This design comes from an exercise in tuning for small area and a short achievable clock period on the open sky130 flow, not from production work. Where RTL was checked, it was by simulation tests only, not by an equivalence proof against the original. Power is estimated from default activity; no workload was simulated.

==> job 5708: inputs <==
==> flow/design.v <==
module hdc1080_readings_to_ascii(
    i_clk, i_srst,
    i_display_temp, i_display_humid,
    i_hygro_op_mode, i_hygro_display_mode,
    o_txt_ascii_line1, o_txt_ascii_line2);
input wire i_clk;
input wire i_srst;
input wire [15:0] i_display_temp;
input wire [15:0] i_display_humid;
input wire [0:0] i_hygro_op_mode;
input wire [2:0] i_hygro_display_mode;
output reg [(16*8-1):0] o_txt_ascii_line1;
output reg [(16*8-1):0] o_txt_ascii_line2;
localparam [0:0] OP_POLL_HYGRO = 1;
localparam [2:0] DISP_BOTH_CELCIUS = 1;
localparam [2:0] DISP_BOTH_FARH = 2;
localparam [2:0] DISP_ONLY_TEMP_C = 3;
localparam [2:0] DISP_ONLY_TEMP_F = 4;
localparam [2:0] DISP_ONLY_HUMID = 5;
function automatic [7:0] ascii_of_hdigit(input [3:0] v);
    ascii_of_hdigit = (v < 4'd10) ? {4'h3, v} : (8'h37 + {4'h0, v});
endfunction
function automatic [3:0] dig(input [3:0] a, input [2:0] b);
    dig = a - {b, 1'b0} - {b[0], 3'b000};
endfunction
function automatic [11:0] bcd_9x(input [4:0] x);
    case (x)
        5'd0: bcd_9x = 12'h000;
        5'd1: bcd_9x = 12'h009;
        5'd2: bcd_9x = 12'h018;
        5'd3: bcd_9x = 12'h027;
        5'd4: bcd_9x = 12'h036;
        5'd5: bcd_9x = 12'h045;
        5'd6: bcd_9x = 12'h054;
        5'd7: bcd_9x = 12'h063;
        5'd8: bcd_9x = 12'h072;
        5'd9: bcd_9x = 12'h081;
        5'd10: bcd_9x = 12'h090;
        5'd11: bcd_9x = 12'h099;
        5'd12: bcd_9x = 12'h108;
        5'd13: bcd_9x = 12'h117;
        5'd14: bcd_9x = 12'h126;
        5'd15: bcd_9x = 12'h135;
        5'd16: bcd_9x = 12'h144;
        5'd17: bcd_9x = 12'h153;
        5'd18: bcd_9x = 12'h162;
        5'd19: bcd_9x = 12'h171;
        5'd20: bcd_9x = 12'h180;
        5'd21: bcd_9x = 12'h189;
        5'd22: bcd_9x = 12'h198;
        5'd23: bcd_9x = 12'h207;
        5'd24: bcd_9x = 12'h216;
        5'd25: bcd_9x = 12'h225;
        5'd26: bcd_9x = 12'h234;
        5'd27: bcd_9x = 12'h243;
        5'd28: bcd_9x = 12'h252;
        5'd29: bcd_9x = 12'h261;
        5'd30: bcd_9x = 12'h270;
        5'd31: bcd_9x = 12'h279;
        default: bcd_9x = 12'h000;
    endcase
endfunction
function automatic [3:0] neg_code(input [4:0] x);
    neg_code = (x == 5'd0 || x == 5'd10) ? 4'd0 : x[3:0] + 4'd6;
endfunction
function automatic [127:0] temp_line(input [3:0] d4, input [3:0] d3, input [3:0] d2,
                                     input [3:0] d1, input [3:0] d0, input [7:0] unit);
    temp_line = {
        8'h54, 8'h65, 8'h6D, 8'h70, 8'h20, 8'h3A, 8'h20,
        (d4 == 4'h0) ? 8'h20 : ascii_of_hdigit(d4),
        ((d4 == 4'h0) && (d3 == 4'h0)) ? 8'h20 : ascii_of_hdigit(d3),
        ascii_of_hdigit(d2), 8'h2E, ascii_of_hdigit(d1), ascii_of_hdigit(d0),
        8'h30, 8'h30, unit};
endfunction
reg [15:0] r_t;
reg [15:0] r_h;
always @(posedge i_clk) begin
    r_t <= i_display_temp;
    r_h <= i_display_humid;
end
wire [11:0] c_y    = r_t[11:0];
wire [14:0] c_p1   = {c_y, 2'b00} + c_y;                   
wire [13:0] c_p2   = {c_y, 4'h0} + {c_y, 3'b000} + c_y;     
wire [12:0] c_p3   = {c_y, 7'h00} - {c_y, 2'b00} + c_y;     
wire [3:0]  c_w2   = c_p1[14:11];
wire [3:0]  c_w1   = dig(c_p2[13:10], c_p1[13:11]);
wire [3:0]  c_w0   = dig(c_p3[12:9],  c_p2[12:10]);
wire        c_pos  = r_t[15] | r_t[14];
wire [3:0]  c_th   = r_t[15:12] - 4'd4;
wire        c_ge10 = (c_th >= 4'd10);
wire        c_k0 = (c_w0 >= 4'd2);
wire [3:0]  c_n0 = c_k0 ? c_w0 - 4'd2 : c_w0 + 4'd8;
wire        c_k1 = c_k0 && (c_w1 == 4'd9);
wire [3:0]  c_n1 = c_k1 ? 4'd0 : c_w1 + {3'b000, c_k0};
wire [4:0]  c_s2 = c_w2 + 5'd6 + c_k1;
wire        c_k2 = (c_s2 >= 5'd10);
wire [3:0]  c_n2 = c_k2 ? c_s2 - 5'd10 : c_s2[3:0];
wire [3:0]  c_d4 = c_pos ? {3'b000, c_ge10} : 4'd8;
wire [3:0]  c_d3 = c_pos ? (c_ge10 ? c_th - 4'd10 : c_th)
                         : (4'd4 + {2'b00, r_t[13:12]} + {3'b000, c_k2});
wire [3:0]  c_d2 = c_pos ? c_w2 : c_n2;
wire [3:0]  c_d1 = c_pos ? c_w1 : c_n1;
wire [3:0]  c_d0 = c_pos ? c_w0 : c_n0;
wire [14:0] f_p1 = {r_t[10:0], 3'b000} + r_t[10:0];            
wire [13:0] f_p2 = {r_t, 5'h00} + {r_t, 3'b000} + {r_t, 2'b00} + r_t;  
wire [12:0] f_p3 = {r_t, 8'h00} - {r_t, 5'h00} + r_t;          
wire [3:0]  f_k  = f_p1[14:11];
wire [2:0]  f_a  = r_t[13:11] + f_k[2:0];                     
wire [11:0] f_u  = bcd_9x(r_t[15:11]);
wire [4:0]  f_s2 = f_u[3:0] + f_k;
wire        f_c2 = (f_s2 >= 5'd10);
wire        f_c3 = f_c2 && (f_u[7:4] == 4'd9);
wire [3:0]  f_v4 = f_u[11:8] + {3'b000, f_c3};
wire [3:0]  f_v3 = f_c3 ? 4'd0 : f_u[7:4] + {3'b000, f_c2};
wire [3:0]  f_v2 = f_c2 ? f_s2 - 5'd10 : f_s2[3:0];
wire [3:0]  f_v1 = dig(f_p2[13:10], f_a);
wire [3:0]  f_v0 = dig(f_p3[12:9],  f_p2[12:10]);
wire        f_neg = (f_v4 == 4'd0) && (f_v3 < 4'd4);
wire        f_ge4 = (f_v3 >= 4'd4);
wire [3:0]  f_p4 = f_ge4 ? f_v4 : f_v4 - 4'd1;
wire [3:0]  f_p3d = f_ge4 ? f_v3 - 4'd4 : f_v3 + 4'd6;
wire        f_b0 = (f_v0 != 4'd0);
wire        f_b1 = f_b0 || (f_v1 != 4'd0);
wire        f_b2 = f_b1 || (f_v2 != 4'd0);
wire [3:0]  f_n3 = f_v3 + {3'b000, f_b2} - 4'd4;
wire [3:0]  f_d4 = f_neg ? 4'd0 : f_p4;
wire [3:0]  f_d3 = f_neg ? f_n3 : f_p3d;
wire [3:0]  f_d2 = f_neg ? neg_code(f_v2 + f_b1) : f_v2;
wire [3:0]  f_d1 = f_neg ? neg_code(f_v1 + f_b0) : f_v1;
wire [3:0]  f_d0 = f_neg ? neg_code({1'b0, f_v0}) : f_v0;
wire [18:0] h_p1 = {r_h, 2'b00} + r_h;                                
wire [17:0] h_p2 = {r_h, 4'h0} + {r_h, 3'b000} + r_h;                 
wire [16:0] h_p3 = {r_h, 7'h00} - {r_h, 2'b00} + r_h;                 
wire [15:0] h_p4 = {r_h, 9'h000} + {r_h, 7'h00} - {r_h, 4'h0} + r_h;  
wire [3:0]  h_d3 = h_p1[18:15];
wire [3:0]  h_d2 = dig(h_p2[17:14], h_p1[17:15]);
wire [3:0]  h_d1 = dig(h_p3[16:13], h_p2[16:14]);
wire [3:0]  h_d0 = dig(h_p4[15:12], h_p3[15:13]);
wire [(16*8-1):0] s_txt_ascii_line1_tempc = temp_line(c_d4, c_d3, c_d2, c_d1, c_d0, 8'h43);
wire [(16*8-1):0] s_txt_ascii_line1_tempf = temp_line(f_d4, f_d3, f_d2, f_d1, f_d0, 8'h46);
wire [(16*8-1):0] s_txt_ascii_line2_humidp = {
    8'h48, 8'h75, 8'h6D, 8'h69, 8'h64, 8'h3A, 8'h20, 8'h20,
    (h_d3 == 4'h0) ? 8'h20 : ascii_of_hdigit(h_d3),
    ascii_of_hdigit(h_d2), 8'h2E, ascii_of_hdigit(h_d1), ascii_of_hdigit(h_d0),
    8'h30, 8'h30, 8'h25};
localparam [(16*8-1):0] s_txt_ascii_line1_no_op      = "Idle. Enable    ";
localparam [(16*8-1):0] s_txt_ascii_line1_no_display = "Idle. Press     ";
localparam [(16*8-1):0] s_txt_ascii_line2_no_op      = "switch zero.    ";
localparam [(16*8-1):0] s_txt_ascii_line2_no_display = "a button.       ";
localparam [(16*8-1):0] s_txt_ascii_blank            = "                ";
always @(posedge i_clk)
begin: p_choose_line1
    if (i_hygro_op_mode != OP_POLL_HYGRO)
        o_txt_ascii_line1 <= s_txt_ascii_line1_no_op;
    else
        case (i_hygro_display_mode)
            DISP_BOTH_CELCIUS: o_txt_ascii_line1 <= s_txt_ascii_line1_tempc;
            DISP_ONLY_TEMP_C: o_txt_ascii_line1 <= s_txt_ascii_line1_tempc;
            DISP_BOTH_FARH: o_txt_ascii_line1 <= s_txt_ascii_line1_tempf;
            DISP_ONLY_TEMP_F: o_txt_ascii_line1 <= s_txt_ascii_line1_tempf;
            DISP_ONLY_HUMID: o_txt_ascii_line1 <= s_txt_ascii_blank;
            default: o_txt_ascii_line1 <= s_txt_ascii_line1_no_display;
        endcase
end
always @(posedge i_clk)
begin: p_choose_line2
    if (i_hygro_op_mode != OP_POLL_HYGRO)
        o_txt_ascii_line2 <= s_txt_ascii_line2_no_op;
    else
        case (i_hygro_display_mode)
            DISP_BOTH_CELCIUS: o_txt_ascii_line2 <= s_txt_ascii_line2_humidp;
            DISP_ONLY_TEMP_C: o_txt_ascii_line2 <= s_txt_ascii_blank;
            DISP_BOTH_FARH: o_txt_ascii_line2 <= s_txt_ascii_line2_humidp;
            DISP_ONLY_TEMP_F: o_txt_ascii_line2 <= s_txt_ascii_blank;
            DISP_ONLY_HUMID: o_txt_ascii_line2 <= s_txt_ascii_line2_humidp;
            default: o_txt_ascii_line2 <= s_txt_ascii_line2_no_display;
        endcase
end
endmodule
==> flow/flow/run.sh <==
#!/bin/bash
# Standard layout, with synthesis leaving adders to ABC (no full/half adder
# cell extraction).
set -euo pipefail
bash standard.sh ADDER_MAP_FILE= finish > standard_flow.log 2>&1
==> flow/standard.sh <==
#!/bin/bash
# synth_recipe.tcl (not shown) runs the flow's synth.tcl, then flattens the netlist and writes it again
# the make line also repeats each setting of config.mk as NAME=value (left out here)
make -C /OpenROAD-flow-scripts/flow DESIGN_CONFIG=/design/flow/config.mk WORK_HOME=/design/flow/orfs CLKGATE_MAP_FILE= SYNTH_SCRIPT=/design/flow/synth_recipe.tcl "${@:-finish}"
==> flow/config.mk <==
export PLATFORM = sky130hd
export DESIGN_NAME = hdc1080_readings_to_ascii
export DESIGN_NICKNAME = hdc1080_readings_to_ascii
export VERILOG_FILES = /design/flow/design.v
export SDC_FILE = /design/flow/constraint.sdc
export NUM_CORES = 4
export LEC_CHECK = 0
export CAP_MARGIN = 20
export CORE_MARGIN = 2
export CORE_UTILIZATION = 40
export SLEW_MARGIN = 20
==> flow/constraint.sdc <==
create_clock -name core_clock -period 17.0 [get_ports {i_clk}]
set_input_delay 3.4000 -clock core_clock [delete_from_list [all_inputs] [get_ports {i_clk}]]
set_output_delay 3.4000 -clock core_clock [all_outputs]
set_load 0.01 [all_outputs]
==> job 4643: changes against job 5708 <==
==> flow/run.sh (new file) <==
#!/bin/bash
# synth_recipe.tcl (not shown) runs the flow's synth.tcl, then flattens the netlist and writes it again
# the make line also repeats each setting of config.mk as NAME=value (left out here)
make -C /OpenROAD-flow-scripts/flow DESIGN_CONFIG=/design/flow/config.mk WORK_HOME=/design/flow/orfs CLKGATE_MAP_FILE= SYNTH_SCRIPT=/design/flow/synth_recipe.tcl finish
removed: flow/flow/run.sh
removed: flow/standard.sh
==> summary.md <==
| Metric | Value |
|---|---|
| Status | finished clean |
| First-pass DRT Iterations | 6 |
| Dpl cell area | 15300 um2 |
| # clk buffers | 19 |
| Post-synthesis adder-cell area fraction | roughly 30% |
| Hold Path End | o_txt_ascii_line2[59] |
| XOR/XNOR Fraction of Synth Area | ~8% |
| Worst EP arrival | approximately 9 ns |
| P_int | around 1300 uW |
| Top-count cell post-synth | ha_1 |
That was job 4643.
==> summary.md <==
| Metric | Value |
|---|---|
| First-pass DRT Iterations | 5 |
| P_int | 935 uW |
| Status | finished clean |
| XOR/XNOR Fraction of Synth Area | 14.0% |
| Worst EP arrival | 6.72 ns |
| Post-synthesis adder-cell area fraction | 1.83% |
| Top-count cell post-synth | buf_4 |
That was job 5708.
No run of this note included a check of the RTL's function; only the layout flow was run.

* * *

==> branch maple: inputs <==
Another version of the RTL of hdc1080_readings_to_ascii (not shown whole).
==> flow/design.v (excerpt) <==
module hdc1080_readings_to_ascii(
    i_clk, i_srst,
    i_display_temp, i_display_humid,
    i_hygro_op_mode, i_hygro_display_mode,
    o_txt_ascii_line1, o_txt_ascii_line2);
Settings: LEC_CHECK=0, CAP_MARGIN=20, CORE_MARGIN=2, CORE_UTILIZATION=40, SLEW_MARGIN=20; clock period 17.0 ns.
standard.sh (not shown) runs the stock make flow with config.mk's settings and CLKGATE_MAP_FILE= SYNTH_SCRIPT=/design/flow/synth_recipe.tcl, a recipe that flattens the netlist after the stock synthesis.
==> flow/flow/run.sh <==
#!/bin/bash
# Standard layout (standard.sh) with these changes:
#  - synthesis leaves adders to ABC (no full/half adder cell extraction),
#  - ports are buffered with sky130_fd_sc_hd__buf_1,
#  - repair_timing aims for 11 ns of setup slack.
set -euo pipefail
bash standard.sh ADDER_MAP_FILE= 'BUFFER_PORTS_ARGS=-buffer_cell sky130_fd_sc_hd__buf_1' SETUP_SLACK_MARGIN=11 finish > standard_flow.log 2>&1
==> branch onyx: changes against branch maple <==
==> flow/flow/run.sh (replaced) <==
#!/bin/bash
# Standard layout (standard.sh) with these changes:
#  - synthesis leaves adders to ABC (no full/half adder cell extraction),
#  - ports are buffered with sky130_fd_sc_hd__buf_1.
set -euo pipefail
bash standard.sh ADDER_MAP_FILE= 'BUFFER_PORTS_ARGS=-buffer_cell sky130_fd_sc_hd__buf_1' finish > standard_flow.log 2>&1
==> comparison <==
Via count is about the same in branch maple and branch onyx. Of branch maple and branch onyx, branch maple has the higher final cell count (gap 0.21%, measured against branch onyx). Of branch onyx and branch maple, branch onyx has the higher first-iteration DRC count (gap about 2%, measured against branch maple). Register-to-register slack: branch onyx is worse than branch maple (0.02 ns). In sequential power, branch maple and branch onyx hardly differ. Sequential share of layout area is about the same in branch maple and branch onyx. Against branch maple, the final area of branch onyx is smaller by about 0.3%. Of branch maple and branch onyx, branch maple has the higher non-clock buffer count (gap 5). In sequential cell count, branch onyx and branch maple do not differ.
No functional check of the RTL was part of any run of this note.

* * *

==> trial 38 <==
Another version of the RTL of hdc1080_readings_to_ascii (not shown whole).
==> flow/config.mk <==
export PLATFORM = sky130hd
export DESIGN_NAME = hdc1080_readings_to_ascii
export DESIGN_NICKNAME = hdc1080_readings_to_ascii
export VERILOG_FILES = /design/flow/design.v
export SDC_FILE = /design/flow/constraint.sdc
export NUM_CORES = 4
export LEC_CHECK = 0
export ABC_AREA = 1
export CAP_MARGIN = 20
export CORE_MARGIN = 2
export CORE_UTILIZATION = 40
export SLEW_MARGIN = 20
export SYNTH_HIERARCHICAL = 1
==> flow/constraint.sdc <==
create_clock -name core_clock -period 17.0 [get_ports {i_clk}]
set_input_delay 3.4000 -clock core_clock [delete_from_list [all_inputs] [get_ports {i_clk}]]
set_output_delay 3.4000 -clock core_clock [all_outputs]
set_load 0.01 [all_outputs]
==> flow/flow/run.sh <==
#!/bin/bash
# Standard layout (standard.sh, with config.mk's settings) with these changes:
#  - synthesis leaves adders to ABC (no full/half adder cell extraction),
#  - ports are buffered with sky130_fd_sc_hd__buf_1,
#  - repair_timing aims for 12.5 ns of setup slack.
set -euo pipefail
bash standard.sh ADDER_MAP_FILE= 'BUFFER_PORTS_ARGS=-buffer_cell sky130_fd_sc_hd__buf_1' SETUP_SLACK_MARGIN=12.5 SKIP_REPAIR_TIE_FANOUT=1 'CTS_BUF_LIST=sky130_fd_sc_hd__clkbuf_4 sky130_fd_sc_hd__clkbuf_8' finish > standard_flow.log 2>&1
==> build 9: changes against trial 38 <==
==> flow/flow/run.sh (replaced) <==
#!/bin/bash
# Standard layout (standard.sh, with config.mk's settings) with these changes:
#  - synthesis is the standard flow's script with ABC mapping by flow/abc.script (dc2
#    restructuring, then area-oriented mapping twice), and adders are left to
#    ABC (no full/half adder cell extraction),
#  - ports are buffered with sky130_fd_sc_hd__buf_1,
#  - constant outputs share one tie cell per value,
#  - the clock tree uses sky130_fd_sc_hd__clkbuf_8,
#  - repair_timing aims for 12.5 ns of setup slack.
set -euo pipefail
W=$PWD
export FLOW_ABC_SCRIPT=$W/flow/abc.script
bash standard.sh SYNTH_SCRIPT=$W/flow/synth.tcl ADDER_MAP_FILE= \
  'BUFFER_PORTS_ARGS=-buffer_cell sky130_fd_sc_hd__buf_1' \
  SETUP_SLACK_MARGIN=12.5 SKIP_REPAIR_TIE_FANOUT=1 \
  CTS_BUF_LIST=sky130_fd_sc_hd__clkbuf_8 finish > standard_flow.log 2>&1
==> flow/flow/abc.script (new file) <==
strash
dc2
dch
map -B 0.9
strash
dch
map -B 0.9
topo
stime -c
buffer -c
upsize -c
dnsize -c
==> flow/flow/synth.tcl (new file) <==
# The standard flow's synthesis script (synth_recipe.tcl), with ABC run on this flow's own
# mapping script (flow/abc.script) in place of ORFS's.
proc synth {args} { yosys synth -nofsm -noshare {*}$args }
proc abc {args} {
  set i [lsearch -exact $args -script]
  if {$i >= 0} { lset args [expr {$i + 1}] $::env(FLOW_ABC_SCRIPT) }
  yosys abc {*}$args
}
source $::env(SCRIPTS_DIR)/synth.tcl
# left out here: clear keep_hierarchy, flatten, clean up, hide names made inside functions, write 1_2_yosys.v
CORE_UTILIZATION = 65   (was 40)
==> build 45: changes against trial 38 <==
--- a/flow/design.v
+++ b/flow/design.v
@@ -14,53 +14,25 @@
 function automatic [7:0] ascii_of_hdigit(input [3:0] v);
     ascii_of_hdigit = (v < 4'd10) ? {4'h3, v} : (8'h37 + {4'h0, v});
 endfunction
 function automatic [3:0] dig(input [3:0] a, input [2:0] b);
     dig = a - {b, 1'b0} - {b[0], 3'b000};
 endfunction
-function automatic [18:0] x5(input [15:0] x);
-    reg [18:0] a, b;
-    reg c;
-    integer i;
-    begin
-        a = {3'b000, x};
-        b = {1'b0, x, 2'b00};
-        c = 1'b0;
-        for (i = 0; i < 19; i = i + 1) begin
-            x5[i] = a[i] ^ b[i] ^ c;
-            c = (a[i] & b[i]) | (a[i] & c) | (b[i] & c);
-        end
-    end
-endfunction
-function automatic [19:0] x9(input [15:0] x);
-    reg [19:0] a, b;
-    reg c;
-    integer i;
-    begin
-        a = {4'b0000, x};
-        b = {1'b0, x, 3'b000};
-        c = 1'b0;
-        for (i = 0; i < 20; i = i + 1) begin
-            x9[i] = a[i] ^ b[i] ^ c;
-            c = (a[i] & b[i]) | (a[i] & c) | (b[i] & c);
-        end
-    end
-endfunction
 function automatic [3:0] neg_code(input [4:0] x);
     neg_code = (x == 5'd0 || x == 5'd10) ? 4'd0 : x[3:0] + 4'd6;
 endfunction
 reg [15:0] r_t;
 reg [15:0] r_h;
 always @(posedge i_clk) begin
     r_t <= i_display_temp;
     r_h <= i_display_humid;
 end
 wire [11:0] c_y    = r_t[11:0];
-wire [14:0] c_q2   = x5({4'h0, c_y});                    
-wire [13:0] c_q1   = x5({5'h00, c_q2[10:0]});            
-wire [12:0] c_q0   = x5({6'h00, c_q1[9:0]});             
+wire [14:0] c_q2   = {c_y, 2'b00} + c_y;                       
+wire [13:0] c_q1   = {c_q2[10:0], 2'b00} + c_q2[10:0];         
+wire [12:0] c_q0   = {c_q1[9:0], 2'b00} + c_q1[9:0];           
 wire [3:0]  c_w2   = c_q2[14:11];
 wire [3:0]  c_w1   = c_q1[13:10];
 wire [3:0]  c_w0   = c_q0[12:9];
 wire        c_pos  = r_t[15] | r_t[14];
 wire [3:0]  c_th   = r_t[15:12] - 4'd4;
 wire        c_ge10 = (c_th >= 4'd10);
@@ -74,15 +46,15 @@
 wire [3:0]  c_d4 = c_pos ? {3'b000, c_ge10} : 4'd8;
 wire [3:0]  c_d3 = c_pos ? (c_ge10 ? c_th - 4'd10 : c_th)
                          : (4'd4 + {2'b00, r_t[13:12]} + {3'b000, c_k2});
 wire [3:0]  c_d2 = c_pos ? c_w2 : c_n2;
 wire [3:0]  c_d1 = c_pos ? c_w1 : c_n1;
 wire [3:0]  c_d0 = c_pos ? c_w0 : c_n0;
-wire [14:0] f_p1 = x9({5'h00, r_t[10:0]});                
-wire [13:0] f_q1 = x5({5'h00, f_p1[10:0]});               
-wire [12:0] f_q0 = x5({6'h00, f_q1[9:0]});                
+wire [14:0] f_p1 = {r_t[10:0], 3'b000} + r_t[10:0];            
+wire [13:0] f_q1 = {f_p1[10:0], 2'b00} + f_p1[10:0];         
+wire [12:0] f_q0 = {f_q1[9:0], 2'b00} + f_q1[9:0];           
 wire [3:0]  f_k  = f_p1[14:11];
 wire [11:0] f_u;
 hdc_bcd9x u_bcd9x (.i_x(r_t[15:11]), .o_bcd(f_u));               
 wire [4:0]  f_s2 = f_u[3:0] + f_k;
 wire        f_c2 = (f_s2 >= 5'd10);
 wire        f_c3 = f_c2 && (f_u[7:4] == 4'd9);
@@ -101,16 +73,16 @@
 wire [3:0]  f_n3 = f_v3 + {3'b000, f_b2} - 4'd4;
 wire [3:0]  f_d4 = f_neg ? 4'd0 : f_p4;
 wire [3:0]  f_d3 = f_neg ? f_n3 : f_p3d;
 wire [3:0]  f_d2 = f_neg ? neg_code(f_v2 + f_b1) : f_v2;
 wire [3:0]  f_d1 = f_neg ? neg_code(f_v1 + f_b0) : f_v1;
 wire [3:0]  f_d0 = f_neg ? neg_code({1'b0, f_v0}) : f_v0;
-wire [18:0] h_q3 = x5(r_h);                               
-wire [17:0] h_q2 = x5({1'b0, h_q3[14:0]});                
-wire [16:0] h_q1 = x5({2'b00, h_q2[13:0]});               
-wire [15:0] h_q0 = x5({3'b000, h_q1[12:0]});              
+wire [18:0] h_q3 = {r_h, 2'b00} + r_h;                       
+wire [17:0] h_q2 = {h_q3[14:0], 2'b00} + h_q3[14:0];         
+wire [16:0] h_q1 = {h_q2[13:0], 2'b00} + h_q2[13:0];         
+wire [15:0] h_q0 = {h_q1[12:0], 2'b00} + h_q1[12:0];         
 wire [3:0]  h_d3 = h_q3[18:15];
 wire [3:0]  h_d2 = h_q2[17:14];
 wire [3:0]  h_d1 = h_q1[16:13];
 wire [3:0]  h_d0 = h_q0[15:12];
 wire [7:0] s_c7  = (c_d4 == 4'h0) ? 8'h20 : ascii_of_hdigit(c_d4);
 wire [7:0] s_c8  = ((c_d4 == 4'h0) && (c_d3 == 4'h0)) ? 8'h20 : ascii_of_hdigit(c_d3);
==> flow/flow/run.sh (replaced) <==
#!/bin/bash
# Standard layout (standard.sh, with config.mk's settings) with these changes:
#  - synthesis leaves adders to ABC (no full/half adder cell extraction),
#  - ports are buffered with sky130_fd_sc_hd__buf_1,
#  - repair_timing aims for 12.5 ns of setup slack.
set -euo pipefail
bash standard.sh ADDER_MAP_FILE= 'BUFFER_PORTS_ARGS=-buffer_cell sky130_fd_sc_hd__buf_1' SETUP_SLACK_MARGIN=12.5 finish > standard_flow.log 2>&1
==> build 31: changes against trial 38 <==
==> flow/flow/run.sh (replaced) <==
#!/bin/bash
# Standard layout (standard.sh, with config.mk's settings) with these changes:
#  - synthesis is the standard flow's script with ABC mapping by flow/abc.script (area
#    recovery under a delay target), and adders are left to ABC (no full/half
#    adder cell extraction),
#  - ports are buffered with sky130_fd_sc_hd__buf_1,
#  - constant outputs share one tie cell per value,
#  - repair_timing aims for 12.5 ns of setup slack.
set -euo pipefail
W=$PWD
export FLOW_ABC_SCRIPT=$W/flow/abc.script
bash standard.sh SYNTH_SCRIPT=$W/flow/synth.tcl ADDER_MAP_FILE= \
  'BUFFER_PORTS_ARGS=-buffer_cell sky130_fd_sc_hd__buf_1' \
  SETUP_SLACK_MARGIN=12.5 SKIP_REPAIR_TIE_FANOUT=1 finish > standard_flow.log 2>&1
==> flow/flow/abc.script (new file) <==
strash
dch
map -D 3000
topo
stime -c
buffer -c
upsize -c
dnsize -c
==> flow/flow/synth.tcl (new file) <==
# The standard flow's synthesis script (synth_recipe.tcl), with ABC run on this flow's own
# mapping script (flow/abc.script) in place of ORFS's.
proc synth {args} { yosys synth -nofsm -noshare {*}$args }
proc abc {args} {
  set i [lsearch -exact $args -script]
  if {$i >= 0} { lset args [expr {$i + 1}] $::env(FLOW_ABC_SCRIPT) }
  yosys abc {*}$args
}
source $::env(SCRIPTS_DIR)/synth.tcl
# left out here: clear keep_hierarchy, flatten, clean up, hide names made inside functions, write 1_2_yosys.v
==> qor summary <==
metric	trial 38	build 31	build 45	build 9
Outcome	no timing/DRC/antenna violations	no timing/DRC/antenna violations	no timing/DRC/antenna violations	no timing/DRC/antenna violations
Antenna cells	0	1	0	2
Met2 routing resource usage after global routing	30.3%	28.0%	31.3%	46.5%
Netlist Area Pre-Place	9240 µm²	9270 µm²	10,400 µm²	9380 µm²
Register-to-Register Path Depth	40	29	28	31
Power share of the clock group	13.9%	15.2%	18.1%	13.3%
Initial core utilization	40.8%	40.8%	40.3%	67.0%
Worst Setup Slack post-DPL	11.63 ns	11.83 ns	11.68 ns	12.16 ns
Max FO, Critical Path	18	7	13	9
Layout cell share with drive strength beyond 1	10.4%	17.8%	6.79%	11.0%
Terminus of the critical flop-to-flop path	r_o[21]$_DFF_P_	r_o[21]$_DFF_P_	r_o[29]$_DFF_P_	r_o[4]$_DFF_P_
Max Clock Freq	0.226 GHz	0.216 GHz	0.227 GHz	0.223 GHz
Hold endpoint	r_o[57]$_DFF_P_	r_o[56]$_DFF_P_	r_o[57]$_DFF_P_	r_o[57]$_DFF_P_
Multi-input gate share of the layout cell area	55.6%	56.8%	59.6%	57.1%
Tapcell Cnt	285	285	335	180
Max Clock Skew	0.0225 ns	0.00870 ns	0.00614 ns	0.0124 ns
Setup slack of the worst register-to-register path	12.92 ns	12.38 ns	13.01 ns	12.97 ns
Final non-filler cell area	9200 µm²	10,000 µm²	10,700 µm²	8980 µm²
Buffer and inverter count on the worst path	1	1	1	3
Power consumed by the clock network	0.168 mW	0.218 mW	0.214 mW	0.155 mW
Relative slew slack	46.0%	60.7%	47.3%	54.7%
Least setup slack across all paths after layout	12.58 ns	12.38 ns	12.60 ns	12.52 ns
Stages on worst setup path	1	29	1	3
Count of plain and timing-repair buffers in the layout	195	223	183	189
Hold_ws	0.646 ns	0.602 ns	0.635 ns	0.604 ns
Total sequential power	0.262 mW	0.259 mW	0.265 mW	0.261 mW
Type of the worst setup path	reg -> out	reg -> reg	reg -> out	reg -> out
No functional check of the RTL was part of build 45.

[what the ideal ports hide]
The results above use ideal ports. As a check the final layouts listed here were re-extracted and re-timed, cells and wires unchanged.
Step 1, drivers: a clkbuf_16 drives i_clk and a buf_2 each remaining input, both assumed.
Step 2 times the ports against the registers' clock, not the clock port: input delays grow and output delays shrink by t, the midpoint of the rising clock arrivals with the driver on.
Slacks: no drivers / after step 1 / after step 2; pairs: no drivers / after step 1.
run	shift t [ns]	setup WS [ns]	clock arrival spread, ns	worst slew at a driven data input, ns	cell pins on the clock port's net
job 5708	0.496	10.663 / 10.663 / 10.663	0.018 / 0.018	0.12	1
job 4643	0.489	8.352 / 8.352 / 8.352	0.009 / 0.009	0.04	1
branch maple	0.423	11.418 / 11.418 / 11.217	0.011 / 0.012	0.07	1
branch onyx	0.425	11.043 / 11.070 / 10.645	0.011 / 0.011	0.07	1
trial 38	0.434	12.585 / 12.541 / 12.182	0.023 / 0.022	0.09	1
build 9	0.430	12.520 / 12.482 / 12.322	0.013 / 0.013	0.10	1
build 45	0.409	12.596 / 12.549 / 12.388	0.006 / 0.006	0.05	1
build 31	0.394	12.381 / 12.381 / 12.253	0.010 / 0.010	0.07	1
After both steps setup and hold are still met in every run listed. The setup slack of trial 38, which loses most, moves by -0.044 ns with the drivers and by -0.403 ns with both steps.
